Background: an optimization exercise with open tools, aiming at small area. Do not read the settings as production practice.
In this exercise RTL edits were held to simulation tests only and were not proved equivalent to the original.
Power and IR drop assume default switching activity. No driver is modelled on the clock port, so clocking that relies on it looks cheaper here than on a real chip.

==> flow/design.v <==
`timescale 1ns/100ps
module sisc (clk, rst_f, imem_addr, imem_rdata, dmem_addr, dmem_wdata, dmem_we, dmem_rdata, halted);
  input         clk, rst_f;
  output [15:0] imem_addr;
  input  [31:0] imem_rdata;
  output [15:0] dmem_addr;
  output [31:0] dmem_wdata;
  output        dmem_we;
  input  [31:0] dmem_rdata;
  output        halted;
  reg  [4:0]  ph;         
  reg         rot;        
  reg         hlt;
  reg  [15:0] pc;
  reg  [3:0]  st;         
  reg         c;          
  reg         acc;        
  reg  [4:0]  k;          
  reg  [15:0] a;          
  reg  [31:0] t;          
  reg  [31:0] r1, r2, r3, r4, r5, r6, r7, r8, r9, r10, r11, r12, r13, r14, r15;
  wire [3:0] op = imem_rdata[31:28];
  wire [3:0] mm = imem_rdata[27:24];
  wire [3:0] rs = imem_rdata[23:20];
  wire [3:0] rt = imem_rdata[19:16];
  wire [3:0] rd = imem_rdata[15:12];
  wire [3:0] fn = imem_rdata[3:0];
  wire act   = ~hlt;
  wire mm8   = (mm == 4'd8);
  wire isalu = (op == 4'd8);
  wire immf  = isalu & mm8;
  wire regf  = isalu & ~mm8;
  wire islod = (op == 4'd1);
  wire isstr = (op == 4'd2);
  wire isls  = islod | isstr;
  wire isswp = (op == 4'd3);
  wire ishlt = (op == 4'd15);
  wire isbr  = (op == 4'd4) | (op == 4'd5) | (op == 4'd6);
  wire issh  = regf & (fn[3:2] == 2'b10);
  wire two   = isalu | isls | isswp;
  wire last  = two ? rot : 1'b1;
  wire pcp   = act & ~ishlt & last & ph[4];      
  wire r0    = ~rot;
  wire anys  = |(mm & st);
  wire tk    = isbr & ((op == 4'd6) ? ~anys : anys);
  wire rel   = ~(tk & ((op == 4'd4) | (op == 4'd6)));
  reg pa, pb;
  always @* begin
    case (rs)
      4'd1: pa = r1[0];   4'd2: pa = r2[0];   4'd3: pa = r3[0];   4'd4: pa = r4[0];
      4'd5: pa = r5[0];   4'd6: pa = r6[0];   4'd7: pa = r7[0];   4'd8: pa = r8[0];
      4'd9: pa = r9[0];   4'd10: pa = r10[0]; 4'd11: pa = r11[0]; 4'd12: pa = r12[0];
      4'd13: pa = r13[0]; 4'd14: pa = r14[0]; 4'd15: pa = r15[0];
      default: pa = 1'b0;
    endcase
    case (rt)
      4'd1: pb = r1[0];   4'd2: pb = r2[0];   4'd3: pb = r3[0];   4'd4: pb = r4[0];
      4'd5: pb = r5[0];   4'd6: pb = r6[0];   4'd7: pb = r7[0];   4'd8: pb = r8[0];
      4'd9: pb = r9[0];   4'd10: pb = r10[0]; 4'd11: pb = r11[0]; 4'd12: pb = r12[0];
      4'd13: pb = r13[0]; 4'd14: pb = r14[0]; 4'd15: pb = r15[0];
      default: pb = 1'b0;
    endcase
  end
  wire       ph0   = (ph[3:0] == 4'd0);
  wire       ibit  = (ph[4] & ~pcp) ? imem_rdata[15] : (ph0 ? imem_rdata[0] : a[0]);
  wire       pcbit = pc[ph[3:0]];
  wire inv   = issh ? fn[0] : (fn == 4'd2);
  wire first = ph0 & (ph[4] == pcp);
  wire xb    = pcp ? (rel & pcbit) : ((immf | (regf & ~issh) | (isls & ~mm8) | isswp) & pa);
  wire yb    = pcp ? (tk & ibit) : ((immf | isls) ? ibit : (regf & (pb ^ inv)));
  wire cin   = pcp ? rel : (regf & inv);
  wire ci    = first ? cin : c;
  wire sum   = xb ^ yb ^ ci;
  wire co    = (xb & yb) | (xb & ci) | (yb & ci);
  reg lg;
  always @* begin
    case (fn[1:0])
      2'b00: lg = ~pa;
      2'b01: lg = pa | pb;
      2'b10: lg = pa & pb;
      default: lg = pa ^ pb;
    endcase
  end
  wire res = (regf & fn[3]) ? 1'b0 : ((regf & fn[2]) ? lg : sum);
  wire [4:0] kn   = ~k;
  wire       tap  = t[31];
  wire       lsh  = issh & fn[1];
  wire       shv  = (lsh & fn[0] & (k == 5'd0)) ? pa : tap;
  wire       tin  = issh ? (pa & ~(lsh & (fn[0] ^ rot))) : (islod ? t[31] : pb);
  reg       we;
  reg [3:0] wa;
  reg       wb;
  always @* begin
    we = 1'b0;
    wa = rt;
    wb = res;
    if (act) begin
      if (r0) begin
        if (isalu & ~issh) begin we = 1'b1; wa = regf ? rd : rt; wb = res; end
        if (isswp)         begin we = 1'b1; wa = rt; wb = res; end
      end else begin
        if (issh)          begin we = 1'b1; wa = rd; wb = shv & ~(lsh & acc); end
        if (isswp)         begin we = 1'b1; wa = rs; wb = tap; end
        if (islod)         begin we = 1'b1; wa = rt; wb = tap; end
      end
    end
  end
  wire [15:0] wsel = we ? (16'd1 << wa) : 16'd0;
  always @(posedge clk) begin
    r1  <= {wsel[1]  ? wb : r1[0],  r1[31:1]};
    r2  <= {wsel[2]  ? wb : r2[0],  r2[31:1]};
    r3  <= {wsel[3]  ? wb : r3[0],  r3[31:1]};
    r4  <= {wsel[4]  ? wb : r4[0],  r4[31:1]};
    r5  <= {wsel[5]  ? wb : r5[0],  r5[31:1]};
    r6  <= {wsel[6]  ? wb : r6[0],  r6[31:1]};
    r7  <= {wsel[7]  ? wb : r7[0],  r7[31:1]};
    r8  <= {wsel[8]  ? wb : r8[0],  r8[31:1]};
    r9  <= {wsel[9]  ? wb : r9[0],  r9[31:1]};
    r10 <= {wsel[10] ? wb : r10[0], r10[31:1]};
    r11 <= {wsel[11] ? wb : r11[0], r11[31:1]};
    r12 <= {wsel[12] ? wb : r12[0], r12[31:1]};
    r13 <= {wsel[13] ? wb : r13[0], r13[31:1]};
    r14 <= {wsel[14] ? wb : r14[0], r14[31:1]};
    r15 <= {wsel[15] ? wb : r15[0], r15[31:1]};
  end
  wire [31:0] dw = {dmem_rdata[16:0], dmem_rdata[31:17]};
  wire [31:0] dwr;
  assign dwr = {dw[0], dw[1], dw[2], dw[3], dw[4], dw[5], dw[6], dw[7],
                dw[8], dw[9], dw[10], dw[11], dw[12], dw[13], dw[14], dw[15],
                dw[16], dw[17], dw[18], dw[19], dw[20], dw[21], dw[22], dw[23],
                dw[24], dw[25], dw[26], dw[27], dw[28], dw[29], dw[30], dw[31]};
  wire tld = islod & r0 & (ph == 5'd16);
  wire m16 = kn[4] ? t[15] : tin;
  wire m8  = kn[3] ? t[23] : m16;
  wire m4  = kn[2] ? t[27] : m8;
  wire m2  = kn[1] ? t[29] : m4;
  wire m1  = kn[0] ? t[30] : m2;
  always @(posedge clk) begin
    c <= co;
    if (tld) t <= dwr;
    else     t <= {m1, m2, t[28], m4, t[26:24], m8, t[22:16], m16, t[14:0], tin};
    if (r0) acc <= ((ph == 5'd0) ? 1'b0 : acc) | (issh ? (pb & (ph >= 5'd5)) : sum);
    if (r0 & (ph < 5'd5)) k <= {issh & sum, k[4:1]};
    if (ph0) a <= {sum, imem_rdata[15:1]};
    else     a <= {sum, a[15:1]};
  end
  wire stwe = act & r0 & (ph == 5'd31) & isalu & ((fn == 4'd1) | (fn == 4'd2));
  wire fsb  = (fn == 4'd2);
  always @(posedge clk or negedge rst_f) begin
    if (!rst_f) begin
      ph  <= 5'd0;
      rot <= 1'b0;
      hlt <= 1'b0;
      pc  <= 16'd0;
      st  <= 4'd0;
    end else begin
      ph  <= ph + 5'd1;
      hlt <= hlt | ishlt;
      if (ph == 5'd31) rot <= two & r0 & act;
      if (pcp & (ph == 5'd31)) pc <= {sum, a[15:1]};
      if (stwe) st <= {co ^ (regf & fsb),
                       ~(fsb ^ pa ^ pb) & (fsb ^ pb ^ sum),
                       sum,
                       ~(acc | sum)};
    end
  end
  assign imem_addr  = pc;
  assign dmem_addr  = a;
  assign dmem_we    = act & isstr & rot & (ph == 5'd16);
  assign dmem_wdata = {t[16], t[17], t[18], t[19], t[20], t[21], t[22], t[23],
                       t[24], t[25], t[26], t[27], t[28], t[29], t[30], t[31],
                       t[0], t[1], t[2], t[3], t[4], t[5], t[6], t[7],
                       t[8], t[9], t[10], t[11], t[12], t[13], t[14], t[15]};
  assign halted = hlt;
endmodule
==> flow/config.mk <==
export PLATFORM = sky130hd
export DESIGN_NAME = sisc
export DESIGN_NICKNAME = sisc
export VERILOG_FILES = /design/flow/design.v
export SDC_FILE = /design/flow/constraint.sdc
export NUM_CORES = 4
export LEC_CHECK = 0
export CAP_MARGIN = 20
export CORE_MARGIN = 2
export CORE_UTILIZATION = 70
export PLACE_DENSITY = 0.8
export SLEW_MARGIN = 20
==> flow/constraint.sdc <==
create_clock -name core_clock -period 10.0 [get_ports {clk}]
set_input_delay 2.0000 -clock core_clock [delete_from_list [all_inputs] [get_ports {clk}]]
set_output_delay 2.0000 -clock core_clock [all_outputs]
set_load 0.01 [all_outputs]
standard.sh (not shown) runs the stock make flow with config.mk's settings and CLKGATE_MAP_FILE= SYNTH_SCRIPT=/design/flow/synth_recipe.tcl, a recipe that flattens the netlist after the stock synthesis.
==> flow/flow/run.sh <==
#!/bin/bash
set -euo pipefail
export BUFFER_PORTS_ARGS="-buffer_cell sky130_fd_sc_hd__buf_1"
export CTS_ARGS="-sink_clustering_enable -repair_clock_nets -dont_use_dummy_load -sink_clustering_size 32 -sink_clustering_max_diameter 120 -root_buf sky130_fd_sc_hd__clkbuf_4 -tree_buf sky130_fd_sc_hd__clkbuf_4"
export RECOVER_POWER=100; export REMOVE_ABC_BUFFERS=1
bash standard.sh finish > flow_make.log 2>&1
Next try:
--- a/flow/flow/run.sh
+++ b/flow/flow/run.sh
@@ -1,0 +2,6 @@
+# Standard ORFS layout (standard synthesis unchanged). Changes from the standard flow's own
+# layout: port buffers are buf_1; the clock tree uses sink clusters of up to 32
+# flip-flops within 120 um (clkbuf_16 each), no dummy loads, and clkbuf_4
+# root/tree buffers; buffers that ABC inserted are removed at floorplan and
+# non-critical gates are downsized after global routing (RECOVER_POWER).
+# ORFS writes each step's log under orfs/logs; make's output goes to flow_make.log.
@@ -5 +11,2 @@
-export RECOVER_POWER=100; export REMOVE_ABC_BUFFERS=1
+export RECOVER_POWER=100
+export REMOVE_ABC_BUFFERS=1
Settings changed: CORE_UTILIZATION 70 to 75, PLACE_DENSITY 0.8 to 0.85.
=> This time the run finished with max-capacitance violations, max-slew violations left. Worst setup slack loses 0.32 ns. Clock-buffer cell count does not change. Routed wire length rises by a quarter to a third. Register-to-register slack gains 0.06 ns. Cell area is about the same. Non-clock buffer count is unchanged. Sequential power is about the same.
Next try:
Settings changed: CORE_UTILIZATION 75 to 70, PLACE_DENSITY 0.85 to 0.8.
Now the flow completed with no timing, DRC or antenna violations; via count shrinks by 6.7%; sequential share of layout area shrinks by 0.22 points; fmax grows by 5.5%; non-clock buffer count stays the same; wire length shrinks by 21%; synthesized area stays the same; sequential cell count does not change; power shrinks by 0.89%.
Next try:
==> flow/flow/run.sh (replaced) <==
#!/bin/bash
set -euo pipefail
export BUFFER_PORTS_ARGS="-buffer_cell sky130_fd_sc_hd__buf_1"
export CTS_ARGS="-sink_clustering_enable -repair_clock_nets -dont_use_dummy_load -sink_clustering_size 32 -sink_clustering_max_diameter 120 -root_buf sky130_fd_sc_hd__clkbuf_4 -tree_buf sky130_fd_sc_hd__clkbuf_4"
export REMOVE_ABC_BUFFERS=1
bash standard.sh finish > flow_make.log 2>&1
=>
- The new run produced a clean layout
- worst setup slack gains 0.57 ns
- wire length stays flat
- clock skew goes up by 0.011 ns
- synthesized area does not change
- cell count is unchanged
- non-clock buffer count does not change

## static timing again, ports no longer ideal
No port has a modelled driver above. Below, the same layouts with a new extraction and two added sets of constraints. Step 1 assumes that a clkbuf_16 drives the clock port and a buf_2 every other input. Step 2 also shifts input and output timing later by t, the mid clock arrival at the registers, as if the neighbouring blocks saw the same clock. a / b / c = ideal ports / drivers / drivers and shift; a / b = the first two.
run	t, ns	setup WS [ns]	pins driven straight from the clock port
the first run	0.790	4.151 / 4.165 / 3.374	1
the second run	0.799	3.829 / 3.850 / 3.050	1
the third run	0.790	4.151 / 4.165 / 3.374	1
the fourth run	0.793	4.718 / 4.693 / 4.094	1
For the second run, which loses most, drivers alone change the setup slack by +0.021 ns; drivers and shift together by -0.779 ns.
